This design comes from an exercise in tuning for small area, a short achievable clock period and few clock cycles per item on the open sky130 flow, not from production work.
At most, simulation tests tie the RTL to the original design; equivalence was not proved.

==> inputs of quartz <==
Design CONV, start of the top module:
module CONV(
    input             clk,
    input             reset,
    output reg        busy,
    input             ready,
    output reg [11:0] iaddr,
    input      [19:0] idata,
    output reg        cwr,
    output reg [11:0] caddr_wr,
    output reg [19:0] cdata_wr,
    output reg        crd,
    output reg [11:0] caddr_rd,
    input      [19:0] cdata_rd,
    output     [2:0]  csel
  );
==> module CONV, before the edit <==
module CONV(
    input             clk,
    input             reset,
    output reg        busy,
    input             ready,
    output reg [11:0] iaddr,
    input      [19:0] idata,
    output reg        cwr,
    output reg [11:0] caddr_wr,
    output reg [19:0] cdata_wr,
    output reg        crd,
    output reg [11:0] caddr_rd,
    input      [19:0] cdata_rd,
    output     [2:0]  csel
  );
reg        s_pre, w_pre;
reg  [3:0] s_b, w_b;
reg  [6:0] s_j, w_j;
reg  [3:0] s_ph, w_ph;
reg        s_run, w_run;
localparam MACLAT = 2;    
reg  [MACLAT+1:0] w_dly;
reg        done;
reg  [3:0] c_ph;       
wire s_last = (s_ph == 4'd9);
always @(posedge clk or posedge reset) begin
  if (reset) begin
    s_pre <= 1'b1; s_b <= 4'd0; s_j <= 7'd0; s_ph <= 4'd0;
  end else if (s_run) begin
    s_ph <= s_last ? 4'd0 : s_ph + 4'd1;
    if (s_last) begin
      if (s_pre) s_pre <= 1'b0;
      else if (s_j == 7'd64) begin s_j <= 7'd0; s_b <= s_b + 4'd1; end
      else s_j <= s_j + 7'd1;
    end
  end
end
wire w_last = (w_ph == 4'd9);
always @(posedge clk or posedge reset) begin
  if (reset) begin
    w_pre <= 1'b1; w_b <= 4'd0; w_j <= 7'd0; w_ph <= 4'd0;
  end else if (w_run) begin
    w_ph <= w_last ? 4'd0 : w_ph + 4'd1;
    if (w_last) begin
      if (w_pre) w_pre <= 1'b0;
      else if (w_j == 7'd64) begin w_j <= 7'd0; w_b <= w_b + 4'd1; end
      else w_j <= w_j + 7'd1;
    end
  end
end
wire w_end = (w_b == 4'd8) && (w_j == 7'd2) && (w_ph == 4'd2);
always @(posedge clk or posedge reset) begin
  if (reset) begin
    busy <= 1'b0; done <= 1'b0; s_run <= 1'b0; w_run <= 1'b0; w_dly <= 0;
  end else begin
    w_dly <= {w_dly[MACLAT:0], 1'b0};
    if (ready && !busy && !done) begin
      busy <= 1'b1; s_run <= 1'b1; w_dly[0] <= 1'b1;
    end
    if (w_dly[MACLAT+1]) w_run <= 1'b1;
    if (w_run && w_end) begin
      busy <= 1'b0; done <= 1'b1; s_run <= 1'b0; w_run <= 1'b0;
    end
  end
end
wire [5:0] s_row = {s_b[2:0], 3'b000} + {2'b00, s_ph} - 6'd1;
wire s_zero = s_pre || (s_j == 7'd64) || (s_b[3]) ||
              (s_b[2:0] == 3'd0 && s_ph == 4'd0) || (s_b[2:0] == 3'd7 && s_ph == 4'd9);
reg zero_q;
always @(posedge clk) begin
  iaddr  <= {s_row, s_j[5:0]};
  zero_q <= s_zero;
end
reg [19:0] sr [0:22];
integer k;
always @(posedge clk) begin
  sr[0] <= zero_q ? 20'd0 : idata;
  for (k = 1; k < 23; k = k + 1) sr[k] <= sr[k-1];
end
wire        m_neg;
wire [19:0] m_val;
conv_mac mac(
  .clk(clk),
  .p0(sr[22]), .p1(sr[12]), .p2(sr[2]),
  .p3(sr[21]), .p4(sr[11]), .p5(sr[1]),
  .p6(sr[20]), .p7(sr[10]), .p8(sr[0]),
  .neg(m_neg), .val(m_val)
);
wire [19:0] l0_word = m_neg ? 20'd0 : m_val;
wire [6:0] w_jm3 = w_j - 7'd3;
wire       p_valid = !w_pre && ((w_j >= 7'd3) ? !w_b[3] : (w_j != 7'd2 && w_b != 4'd0));
wire [2:0] p_b     = (w_j >= 7'd3) ? w_b[2:0] : w_b[2:0] - 3'd1;
wire [4:0] p_c     = (w_j >= 7'd3) ? w_jm3[5:1] : 5'd31;
wire       p_h     = (w_j >= 7'd3) ? w_jm3[0] : w_j[0];
wire [6:0] w_jm4 = w_j - 7'd4;
wire       q_valid = !w_pre && ((w_j >= 7'd4) ? !w_b[3] : (w_j != 7'd3 && w_b != 4'd0));
wire [2:0] q_b     = (w_j >= 7'd4) ? w_b[2:0] : w_b[2:0] - 3'd1;
wire [4:0] q_c     = (w_j >= 7'd4) ? w_jm4[5:1] : (w_j == 7'd0 ? 5'd30 : 5'd31);
wire       q_h     = (w_j >= 7'd4) ? w_jm4[0] : (w_j == 7'd0 ? 1'b1 : w_j[1]);
wire [3:0] w_s  = w_ph - 4'd2;
wire       v0   = !w_pre && !w_b[3] && (w_ph >= 4'd2) && (w_j != 7'd0);
wire       v1   = q_valid && (w_ph <= 4'd1);
wire       vrd  = p_valid && (w_ph >= 4'd2);
reg  [19:0] rdq, acc_a, acc_b;
wire [19:0] max_a = (rdq > acc_a) ? rdq : acc_a;
wire [19:0] max_b = (rdq > acc_b) ? rdq : acc_b;
always @(posedge clk) begin
  rdq  <= cdata_rd;
  c_ph <= w_ph;
  if (c_ph == 4'd3) acc_a <= rdq;
  else if (c_ph >= 4'd4 && c_ph <= 4'd6) acc_a <= max_a;
  if (c_ph == 4'd7) acc_b <= rdq;
  else if (c_ph >= 4'd8) acc_b <= max_b;
end
reg cwr_l1;
assign csel = {1'b0, cwr_l1, 1'b1};
always @(posedge clk or posedge reset) begin
  if (reset) begin
    cwr <= 1'b0; crd <= 1'b0; cwr_l1 <= 1'b0;
  end else begin
    cwr    <= w_run && (v0 || v1);
    crd    <= w_run && vrd;
    cwr_l1 <= w_run && v1;
  end
end
always @(posedge clk) begin
  caddr_rd <= {p_b, p_h, w_s[2], w_s[1], p_c, w_s[0]};
  if (v0) begin
    caddr_wr <= {w_b[2:0], w_s[2:0], w_j[5:0] - 6'd1};
    cdata_wr <= l0_word;
  end else begin
    caddr_wr <= {2'b00, q_b, q_h, w_ph[0], q_c};
    cdata_wr <= w_ph[0] ? max_b : acc_a;
  end
end
endmodule
export LEC_CHECK = 0
export ABC_CLOCK_PERIOD_IN_PS = 3000
export CAP_MARGIN = 20
export CORE_MARGIN = 2
export CORE_UTILIZATION = 60
export CTS_BUF_LIST = sky130_fd_sc_hd__clkbuf_4 sky130_fd_sc_hd__clkbuf_8
export PLACE_DENSITY = 0.7
export SETUP_SLACK_MARGIN = 5
export SLEW_MARGIN = 20
export SYNTH_HIERARCHICAL = 1
export SYNTH_MINIMUM_KEEP_SIZE = 0
create_clock -name core_clock -period 10.0 [get_ports {clk}]
run.sh (not shown) runs the stock make flow with config.mk's settings and CLKGATE_MAP_FILE= SYNTH_SCRIPT=/design/flow/synth_recipe.tcl, a recipe that flattens the netlist after the stock synthesis.
==> garnet (differences from quartz) <==
--- a/flow/design.v
+++ b/flow/design.v
@@ -20,9 +20,7 @@
 reg  [3:0] s_ph, w_ph;
 reg        s_run, w_run;
 localparam MACLAT = 2;    
-reg  [MACLAT+1:0] w_dly;
-reg        done;
-reg  [3:0] c_ph;       
+reg  [MACLAT+2:0] w_dly;
 wire s_last = (s_ph == 4'd9);
 always @(posedge clk or posedge reset) begin
   if (reset) begin
@@ -50,17 +48,20 @@
   end
 end
 wire w_end = (w_b == 4'd8) && (w_j == 7'd2) && (w_ph == 4'd2);
+wire s_end = s_b[3];
+reg idle;
 always @(posedge clk or posedge reset) begin
   if (reset) begin
-    busy <= 1'b0; done <= 1'b0; s_run <= 1'b0; w_run <= 1'b0; w_dly <= 0;
+    busy <= 1'b0; idle <= 1'b1; s_run <= 1'b0; w_run <= 1'b0; w_dly <= 0;
   end else begin
-    w_dly <= {w_dly[MACLAT:0], 1'b0};
-    if (ready && !busy && !done) begin
-      busy <= 1'b1; s_run <= 1'b1; w_dly[0] <= 1'b1;
+    w_dly <= {w_dly[MACLAT+1:0], 1'b0};
+    if (ready && idle) begin
+      busy <= 1'b1; idle <= 1'b0; s_run <= 1'b1; w_dly[0] <= 1'b1;
     end
-    if (w_dly[MACLAT+1]) w_run <= 1'b1;
+    if (w_dly[MACLAT+2]) w_run <= 1'b1;
+    if (s_end) s_run <= 1'b0;
     if (w_run && w_end) begin
-      busy <= 1'b0; done <= 1'b1; s_run <= 1'b0; w_run <= 1'b0;
+      busy <= 1'b0; w_run <= 1'b0;
     end
   end
 end
@@ -87,7 +88,13 @@
   .p6(sr[20]), .p7(sr[10]), .p8(sr[0]),
   .neg(m_neg), .val(m_val)
 );
-wire [19:0] l0_word = m_neg ? 20'd0 : m_val;
+reg         l0_neg;
+reg  [19:0] l0_val;
+always @(posedge clk) begin
+  l0_neg <= m_neg;
+  l0_val <= m_val;
+end
+wire [19:0] l0_word = l0_neg ? 20'd0 : l0_val;
 wire [6:0] w_jm3 = w_j - 7'd3;
 wire       p_valid = !w_pre && ((w_j >= 7'd3) ? !w_b[3] : (w_j != 7'd2 && w_b != 4'd0));
 wire [2:0] p_b     = (w_j >= 7'd3) ? w_b[2:0] : w_b[2:0] - 3'd1;
@@ -103,15 +110,19 @@
 wire       v1   = q_valid && (w_ph <= 4'd1);
 wire       vrd  = p_valid && (w_ph >= 4'd2);
 reg  [19:0] rdq, acc_a, acc_b;
+reg         a_ld, a_mx, b_ld, b_mx;
 wire [19:0] max_a = (rdq > acc_a) ? rdq : acc_a;
 wire [19:0] max_b = (rdq > acc_b) ? rdq : acc_b;
 always @(posedge clk) begin
   rdq  <= cdata_rd;
-  c_ph <= w_ph;
-  if (c_ph == 4'd3) acc_a <= rdq;
-  else if (c_ph >= 4'd4 && c_ph <= 4'd6) acc_a <= max_a;
-  if (c_ph == 4'd7) acc_b <= rdq;
-  else if (c_ph >= 4'd8) acc_b <= max_b;
+  a_ld <= (w_ph == 4'd3);
+  a_mx <= (w_ph >= 4'd4 && w_ph <= 4'd6);
+  b_ld <= (w_ph == 4'd7);
+  b_mx <= (w_ph >= 4'd8);
+  if (a_ld) acc_a <= rdq;
+  else if (a_mx) acc_a <= max_a;
+  if (b_ld) acc_b <= rdq;
+  else if (b_mx) acc_b <= max_b;
 end
 reg cwr_l1;
 assign csel = {1'b0, cwr_l1, 1'b1};
==> flow/flow/run.sh (new file) <==
#!/bin/bash
set -euo pipefail
export BUFFER_PORTS_ARGS="-buffer_cell sky130_fd_sc_hd__buf_2"
export SETUP_SLACK_MARGIN=6.7
bash standard.sh > standard.log 2>&1
==> flow/standard.sh (new file) <==
#!/bin/bash
# synth_recipe.tcl (not shown) runs the flow's synth.tcl, then flattens the netlist and writes it again
# the make line also repeats each setting of config.mk as NAME=value (left out here)
make -C /OpenROAD-flow-scripts/flow DESIGN_CONFIG=/design/flow/config.mk WORK_HOME=/design/flow/orfs CLKGATE_MAP_FILE= SYNTH_SCRIPT=/design/flow/synth_recipe.tcl "${@:-finish}"
Settings changed: CORE_UTILIZATION 60 to 55, CTS_BUF_LIST sky130_fd_sc_hd__clkbuf_4 sky130_fd_sc_hd__clkbuf_8 to default, CTS_CLUSTER_DIAMETER from default to 80, CTS_CLUSTER_SIZE from default to 20, SETUP_SLACK_MARGIN 5 to default.
removed: flow/run.sh
==> nickel (differences from quartz) <==
--- a/flow/design.v
+++ b/flow/design.v
@@ -20,9 +20,7 @@
 reg  [3:0] s_ph, w_ph;
 reg        s_run, w_run;
 localparam MACLAT = 2;    
-reg  [MACLAT+1:0] w_dly;
-reg        done;
-reg  [3:0] c_ph;       
+reg  [MACLAT+2:0] w_dly;
 wire s_last = (s_ph == 4'd9);
 always @(posedge clk or posedge reset) begin
   if (reset) begin
@@ -50,17 +48,20 @@
   end
 end
 wire w_end = (w_b == 4'd8) && (w_j == 7'd2) && (w_ph == 4'd2);
+wire s_end = s_b[3];
+reg idle;
 always @(posedge clk or posedge reset) begin
   if (reset) begin
-    busy <= 1'b0; done <= 1'b0; s_run <= 1'b0; w_run <= 1'b0; w_dly <= 0;
+    busy <= 1'b0; idle <= 1'b1; s_run <= 1'b0; w_run <= 1'b0; w_dly <= 0;
   end else begin
-    w_dly <= {w_dly[MACLAT:0], 1'b0};
-    if (ready && !busy && !done) begin
-      busy <= 1'b1; s_run <= 1'b1; w_dly[0] <= 1'b1;
+    w_dly <= {w_dly[MACLAT+1:0], 1'b0};
+    if (ready && idle) begin
+      busy <= 1'b1; idle <= 1'b0; s_run <= 1'b1; w_dly[0] <= 1'b1;
     end
-    if (w_dly[MACLAT+1]) w_run <= 1'b1;
+    if (w_dly[MACLAT+2]) w_run <= 1'b1;
+    if (s_end) s_run <= 1'b0;
     if (w_run && w_end) begin
-      busy <= 1'b0; done <= 1'b1; s_run <= 1'b0; w_run <= 1'b0;
+      busy <= 1'b0; w_run <= 1'b0;
     end
   end
 end
@@ -87,7 +88,13 @@
   .p6(sr[20]), .p7(sr[10]), .p8(sr[0]),
   .neg(m_neg), .val(m_val)
 );
-wire [19:0] l0_word = m_neg ? 20'd0 : m_val;
+reg         l0_neg;
+reg  [19:0] l0_val;
+always @(posedge clk) begin
+  l0_neg <= m_neg;
+  l0_val <= m_val;
+end
+wire [19:0] l0_word = l0_neg ? 20'd0 : l0_val;
 wire [6:0] w_jm3 = w_j - 7'd3;
 wire       p_valid = !w_pre && ((w_j >= 7'd3) ? !w_b[3] : (w_j != 7'd2 && w_b != 4'd0));
 wire [2:0] p_b     = (w_j >= 7'd3) ? w_b[2:0] : w_b[2:0] - 3'd1;
@@ -103,15 +110,19 @@
 wire       v1   = q_valid && (w_ph <= 4'd1);
 wire       vrd  = p_valid && (w_ph >= 4'd2);
 reg  [19:0] rdq, acc_a, acc_b;
+reg         a_ld, a_mx, b_ld, b_mx;
 wire [19:0] max_a = (rdq > acc_a) ? rdq : acc_a;
 wire [19:0] max_b = (rdq > acc_b) ? rdq : acc_b;
 always @(posedge clk) begin
   rdq  <= cdata_rd;
-  c_ph <= w_ph;
-  if (c_ph == 4'd3) acc_a <= rdq;
-  else if (c_ph >= 4'd4 && c_ph <= 4'd6) acc_a <= max_a;
-  if (c_ph == 4'd7) acc_b <= rdq;
-  else if (c_ph >= 4'd8) acc_b <= max_b;
+  a_ld <= (w_ph == 4'd3);
+  a_mx <= (w_ph >= 4'd4 && w_ph <= 4'd6);
+  b_ld <= (w_ph == 4'd7);
+  b_mx <= (w_ph >= 4'd8);
+  if (a_ld) acc_a <= rdq;
+  else if (a_mx) acc_a <= max_a;
+  if (b_ld) acc_b <= rdq;
+  else if (b_mx) acc_b <= max_b;
 end
 reg cwr_l1;
 assign csel = {1'b0, cwr_l1, 1'b1};
==> flow/flow/run.sh (new file) <==
#!/bin/bash
set -euo pipefail
export BUFFER_PORTS_ARGS="-buffer_cell sky130_fd_sc_hd__buf_2"
export SETUP_SLACK_MARGIN=6.7
bash standard.sh > standard.log 2>&1
==> flow/standard.sh (new file) <==
#!/bin/bash
# synth_recipe.tcl (not shown) runs the flow's synth.tcl, then flattens the netlist and writes it again
# the make line also repeats each setting of config.mk as NAME=value (left out here)
make -C /OpenROAD-flow-scripts/flow DESIGN_CONFIG=/design/flow/config.mk WORK_HOME=/design/flow/orfs CLKGATE_MAP_FILE= SYNTH_SCRIPT=/design/flow/synth_recipe.tcl "${@:-finish}"
Settings changed: CORE_UTILIZATION 60 to 40, CTS_BUF_LIST sky130_fd_sc_hd__clkbuf_4 sky130_fd_sc_hd__clkbuf_8 to default, PLACE_DENSITY 0.7 to 0.6, SETUP_SLACK_MARGIN 5 to default.
removed: flow/run.sh
==> notes <==
- Core utilization: quartz > garnet > nickel.
- Critical path depth: garnet > nickel > quartz.
- The lowest count of clock-buffer cells in the layout belongs to garnet, the highest to quartz.
- Final cell count: nickel is higher than quartz (12%).
- Worst hold slack: nickel < quartz < garnet.
==> figures <==
	garnet	quartz	nickel
Xor and xnor area share after synthesis	0.9015%	0.8805%	0.9015%
Buf+Inv Stages, Crit Path	1	1	0
Largest net degree at the start of global routing	52	52	45
Sequential cell area fraction in the yosys report	42.29%	42.03%	42.29%
Sequential cell area	0.01977 mm^2	0.01923 mm^2	0.01975 mm^2
Worst hold-check slack	0.3198 ns	0.3121 ns	0.2804 ns
Startpoint of the lowest-slack hold path	sr[7][13]	sr[7][12]	sr[19][0]
Cell area after placement	0.04842 mm^2	0.04786 mm^2	0.04886 mm^2
Status	no timing/DRC/antenna violations	no timing/DRC/antenna violations	no timing/DRC/antenna violations
Well tap count	1134	978	1524
Crit-path slowest cell	dfxtp_1	clkdlybuf4s50_1	dfxtp_1
Worst reg2reg startpoint	sr[0][13]	mac.q2359	sr[20][14]
Testbench counts of garnet, summed over its fixed seeds: cycles 41,912, images 8.
Testbench counts of nickel, summed over its fixed seeds: cycles 41,912, images 8.
For quartz, only the layout was checked, not whether the RTL still works.

[afterwards: timing with drivers on the ports]
No port has a modelled driver above. Below, the same layouts with a new extraction and two added sets of constraints. Step 1, drivers: a clkbuf_16 drives clk and a buf_2 each remaining input, both assumed. Step 2 also shifts input and output timing later by t, the mid clock arrival at the registers, as if the neighbouring blocks saw the same clock. a / b / c = ideal / step 1 / step 2; a / b = the first two.
| run | t, ns | slack for setup (ns) | worst setup path after step 2 |
|---|---|---|---|
| quartz | 0.857 | 6.075 / 6.016 / 6.427 | register to register |
| garnet | 0.734 | 6.683 / 6.683 / 6.683 | register to register |
| nickel | 0.740 | 6.698 / 6.698 / 6.698 | register to register |
After both steps every run listed still meets setup and hold.
